What follows belongs to an exercise in optimizing a design on an open flow for small area and a short achievable clock period; a production flow would make more cautious choices. Function was checked by simulation only, so behaviour that the tests miss may differ from the original.

### design/flow/config.mk
export PLATFORM = sky130hd
export DESIGN_NAME = processor
export DESIGN_NICKNAME = processor
export VERILOG_FILES = /design/flow/design.v
export SDC_FILE = /design/flow/constraint.sdc
export NUM_CORES = 4
export LEC_CHECK = 0
export CAP_MARGIN = 20
export CORE_MARGIN = 2
export CORE_UTILIZATION = 40
export PLACE_DENSITY = 0.6
export SLEW_MARGIN = 20
### design/flow/constraint.sdc
create_clock -name core_clock -period 12.5 [get_ports {clk}]
set_input_delay 2.5000 -clock core_clock [delete_from_list [all_inputs] [get_ports {clk}]]
set_output_delay 2.5000 -clock core_clock [all_outputs]
set_load 0.01 [all_outputs]
### design/flow/design.v
module mem_registradores(
  input         clk,
  input         w,
  input  [4:0]  dst1,
  input  [4:0]  src1,
  input  [4:0]  src2,
  output [31:0] v1,
  output [31:0] v2,
  input  [31:0] t1);
reg [31:0] memory [31:0];
assign v1 = memory[src1];
assign v2 = memory[src2];
always @(posedge clk) begin
  if (w) begin
    memory[dst1] <= t1;
  end
end
endmodule
module alu(
  input [31:0] v1,
  input [31:0] v2,
  input [4:0]  op,
  output [31:0] alu_out);
reg [31:0] alu_out_reg;
assign alu_out = alu_out_reg;
always @(v1, v2, op) begin
  case(op)
    0: alu_out_reg = v1 + v2;
    1: alu_out_reg = v1 - v2;
    2: alu_out_reg = v1 * v2;
    3: alu_out_reg = v1 << v2;
    4: alu_out_reg = v1 & v2;
    5: alu_out_reg = v1 | v2;
    default: alu_out_reg = 32'd0;
  endcase
end
endmodule
module inst_decoder(
  input [31:0] instruction,
  output b,  
  output w,  
  output [4:0] op,  
  output i,  
  output [4:0] imm,  
  output [4:0] dst1,  
  output [4:0] src1,  
  output [4:0] src2);  
  assign op   = instruction[31:27];
  assign b    = instruction[26];
  assign w    = instruction[25];
  assign i    = instruction[24];
  assign dst1 = instruction[23:19];
  assign src1 = instruction[18:14];
  assign src2 = instruction[13:9];
  assign imm  = instruction[8:4];
endmodule
module processor(
  input clk,
  input rst,
  input [31:0] instruction,
  output [31:0] instruction_addr);
  wire b, w, i;
  wire [4:0] op;
  wire [4:0] imm;
  wire [4:0] dst1;
  wire [4:0] src1;
  wire [4:0] src2;
  wire [31:0] alu_out;
  wire [31:0] t1;
  wire [31:0] v1;
  wire [31:0] v2;
  assign t1 = i ? alu_out : imm;
  reg [31:0] pc;
  assign instruction_addr = pc;
  always @(posedge clk) begin
    if (rst)
      pc <= 0;
    else if (b)
      pc <= pc + t1;
    else
      pc <= pc + 1;
  end
  mem_registradores R(
    clk,
    w,
    dst1,
    src1,
    src2,
    v1,
    v2,
    t1);
  alu A(
    v1,
    v2,
    op,
    alu_out);
  inst_decoder D(
    instruction, 
    b, 
    w, 
    op, 
    i, 
    imm, 
    dst1, 
    src1, 
    src2);
  endmodule
### design/flow/run.sh
#!/bin/bash
# synth_recipe.tcl (not shown) runs the flow's synth.tcl, then flattens the netlist and writes it again
# the make line also repeats each setting of config.mk as NAME=value (left out here)
make -C /OpenROAD-flow-scripts/flow DESIGN_CONFIG=/design/flow/config.mk WORK_HOME=/design/flow/orfs CLKGATE_MAP_FILE= SYNTH_SCRIPT=/design/flow/synth_recipe.tcl finish
==> impl_metrics.json <==
{
  "wl_met3_mm": 24.3,
  "fill_cells": 15236,
  "cts_hold_buf": 0,
  "synth_seq_area_share": 0.447,
  "postRouteAntennaNets": 0,
  "num_vias": 49236,
  "synth.distinct_cells": 80,
  "fin_nets": 6483,
  "critical_path.most_common_cell": "fa_1",
  "maxSlewViolCount": 0,
  "slowest_stage": "mux4_2",
  "worstSkewPairLatency_ns": 0.73,
  "netlist_instances": 5223,
  "syn-cell-area_um2": 70300,
  "setup_viol": 0,
  "drv_cap": 0,
  "antenna_found_initial": 4,
  "finalHoldViolCount": 0,
  "slowest_delay_ns": 0.54,
  "layout_common_cells": "edfxtp_1 (1024), buf_4 (689), inv_1 (523), mux4_2 (478), nand2_1 (424)",
  "synth-seq-cells": 1056,
  "place_ws_ns": -0.882,
  "row_count": 153,
  "yosys_warnings": 3,
  "fin_crit_sh": 0.967,
  "grt_pass1_vias": 50549,
  "seq_area_um2": 31400,
  "syn_nets": 5855,
  "wirelength_mm": 255,
  "multi_input_area_um2": 36200,
  "clock_path_buffers": 3,
  "cp_max_fo": 8,
  "cts_tree": "built",
  "fin_skew_ns": 0.0410,
  "final_common_cell": "edfxtp_1",
  "cts_sinks": 1056,
  "gp_congestion": 1.01,
  "syn2layout_area_growth_pct": 18.6,
  "path_clk_slew_ns": 0.06,
  "ioPinCount": 66,
  "avgSynthCellArea_um2": 13.5,
  "grt_start_max_net_pins": 53,
  "post-dp-hpwl_mm": 179,
  "die_x_um": 423,
  "met1_length_mm": 97.1,
  "holdWs_ns": 0.677,
  "drt-initial-drc-count": 6070,
  "layout_setup_ws_ns": 0.411,
  "wl_per_cell_um": 30.9,
  "crit_arrival_ns": 12.70,
  "core_region_area_um2": 174000,
  "grtUsageTotal": 0.284,
  "port_buffers": 61,
  "post-route-min-period_ns": 12.09,
  "cp-end-kind": "flop",
  "die_h_um": 423,
  "hold_class": "reg -> reg",
  "overflow": 0,
  "die_area_um2": 179000,
  "grt_pass1_wl_mm": 364,
  "drive_gt1_frac": 0.271,
  "slew_headroom": 0.244,
  "post-route-util": 0.478,
  "path_class": "in -> reg",
  "dr_wl_met2_mm": 119,
  "via_per_inst": 5.96,
  "synth_edf_count": 1024,
  "topRoutingLayerUsed": "met5",
  "outcome": "no timing/DRC/antenna violations",
  "required_ns": 13.12,
  "cts_max_level": 3,
  "finalInstanceArea_um2": 83300,
  "initial_core_util": 0.404,
  "max_freq_ghz": 0.0827,
  "numCtsBuffers": 102,
  "cts_root_buf": "clkbuf_16",
  "synthArstFlopShare": 0,
  "cp-start-kind": "input pin",
  "synthFlopType": "edfxtp_1",
  "dr.pass1.iters": 6,
  "placed_cell_area_um2": 79900,
  "drc": 0,
  "worst_pin_slew_ns": 1.13
}
==> repair_timing <==
action                                  in CTS  in global routing
pin swaps                                    0                  2
endpoints found under the setup margin       3                  7
setup buffers                                0                  7
gates cloned                                 0                  1
gates resized for setup                      1                 16
==> state kept, by name, indices dropped and copies added (netlist names) <==
| name | flops |
|---|---|
| pc | 32 |
| R.memory | 1024 |
==> kinds of logic (layout without fill, tap and decap cells) <==
| group | Yosys count | count (layout) | synth area share |
|---|---|---|---|
| buffers and inverters | 848 | 1554 | 0.0494 |
| AND/OR/NAND/NOR | 1187 | 1187 | 0.0776 |
| adder cells (fa/ha/maj) | 615 | 615 | 0.153 |
| other | 0 | 4 | 0 |
| multiplexers | 808 | 808 | 0.201 |
| AO/OA/AOI/OAI | 557 | 557 | 0.0529 |
| flip-flops | 1056 | 1056 | 0.447 |
| XOR/XNOR | 152 | 152 | 0.0199 |
==> path summary, 6_finish.rpt <==
path	from	end	slack (ns)	cells past startpoint
hold / removal	pc[0]	pc[0]	0.68	2
hold reg to reg	pc[0]	pc[0]	0.68	2
setup reg to reg	R.memory[15][2]	pc[28]	2.00	39
setup / recovery	instruction[10]	pc[28]	0.41	40
==> worst max-delay path, delay by kind of cell <==
family	cells	cell delay, ns
AOI/OAI and AO/OA	13	3.09
buffers and inverters	9	1.05
muxes	3	1.28
adders and majority gates	10	3.92
xor gates and xnor gates	1	0.25
and+or+nand+nor	4	0.57
==> final cells by class <==
| class | instances | area share |
|---|---|---|
| Multi-Input combinational cell | 3319 | 0.434 |
| Inverter | 536 | 0.0242 |
| Sequential cell | 1056 | 0.377 |
| Clock buffer | 116 | 0.0313 |
| Tap cell | 2325 | 0.0349 |
| Antenna cell | 4 | 0.000120 |
| Timing Repair Buffer | 836 | 0.0904 |
| Clock inverter | 66 | 0.00818 |
==> cells in the mapped netlist (all sizes together) (15+ instances only) <==
cell type	count	area [µm²]
a21o	44	330
a21oi	135	676
a221oi	15	131
a22oi	103	773
a31oi	20	125
and2	95	594
and3	20	125
buf	144	827
clkbuf	168	631
dfxtp	32	641
edfxtp	1024	30700
fa	410	8210
ha	188	2350
inv	529	1990
maj3	17	170
mux2	47	529
mux2i	283	2830
mux4	478	10800
nand2	424	1590
nand2b	53	332
nand3	76	385
nand4	26	163
nor2	349	1310
nor2b	62	388
nor3	35	175
o21ai	86	434
o21bai	16	120
xnor2	107	937
xor2	40	350
==> layer usage <==
layer  up-vias  global-route usage
li1      20418                   -
met1     25503               0.374
met2      2767               0.454
met3       544              0.0505
met4         4               0.142
met5         -                   0
==> metrics by stage <==
step	setup TNS [ns]	instances
6_report	0	8258
5_1_grt	-0.00315	8254
4_1_cts	0	8246
3_5_place_dp	-13.01	8064
3_3_place_gp	-11.43	8064
2_1_floorplan	-0.745	5223

-- re-timing with driven ports --
No port has a modelled driver above. Below, the same layout with a new extraction and two added sets of constraints. Step 1 sets driving cells, clkbuf_16 on the clock port and buf_2 on the other inputs (assumed; they add their load-dependent delay and slew). Step 2 adds t to the input delays and takes it off the output delays; t is the mean of the earliest and latest rising clock arrival at the registers after step 1. Input paths then give back, and output paths get back, about the clock's delay inside the block. a / b / c = no drivers / after step 1 / after step 2; a / b = the first two.
t (ns): 0.790
setup WS [ns]: 0.411 / 0.371 / -0.418
worst hold slack (ns): 0.677 / 0.677 / 0.677
worst slew at a driven data input, ns: 0.12
Met with ideal ports but missed after step 2: setup timing in this run. The setup slack of this run moves by -0.040 ns with the drivers and by -0.829 ns with both steps.
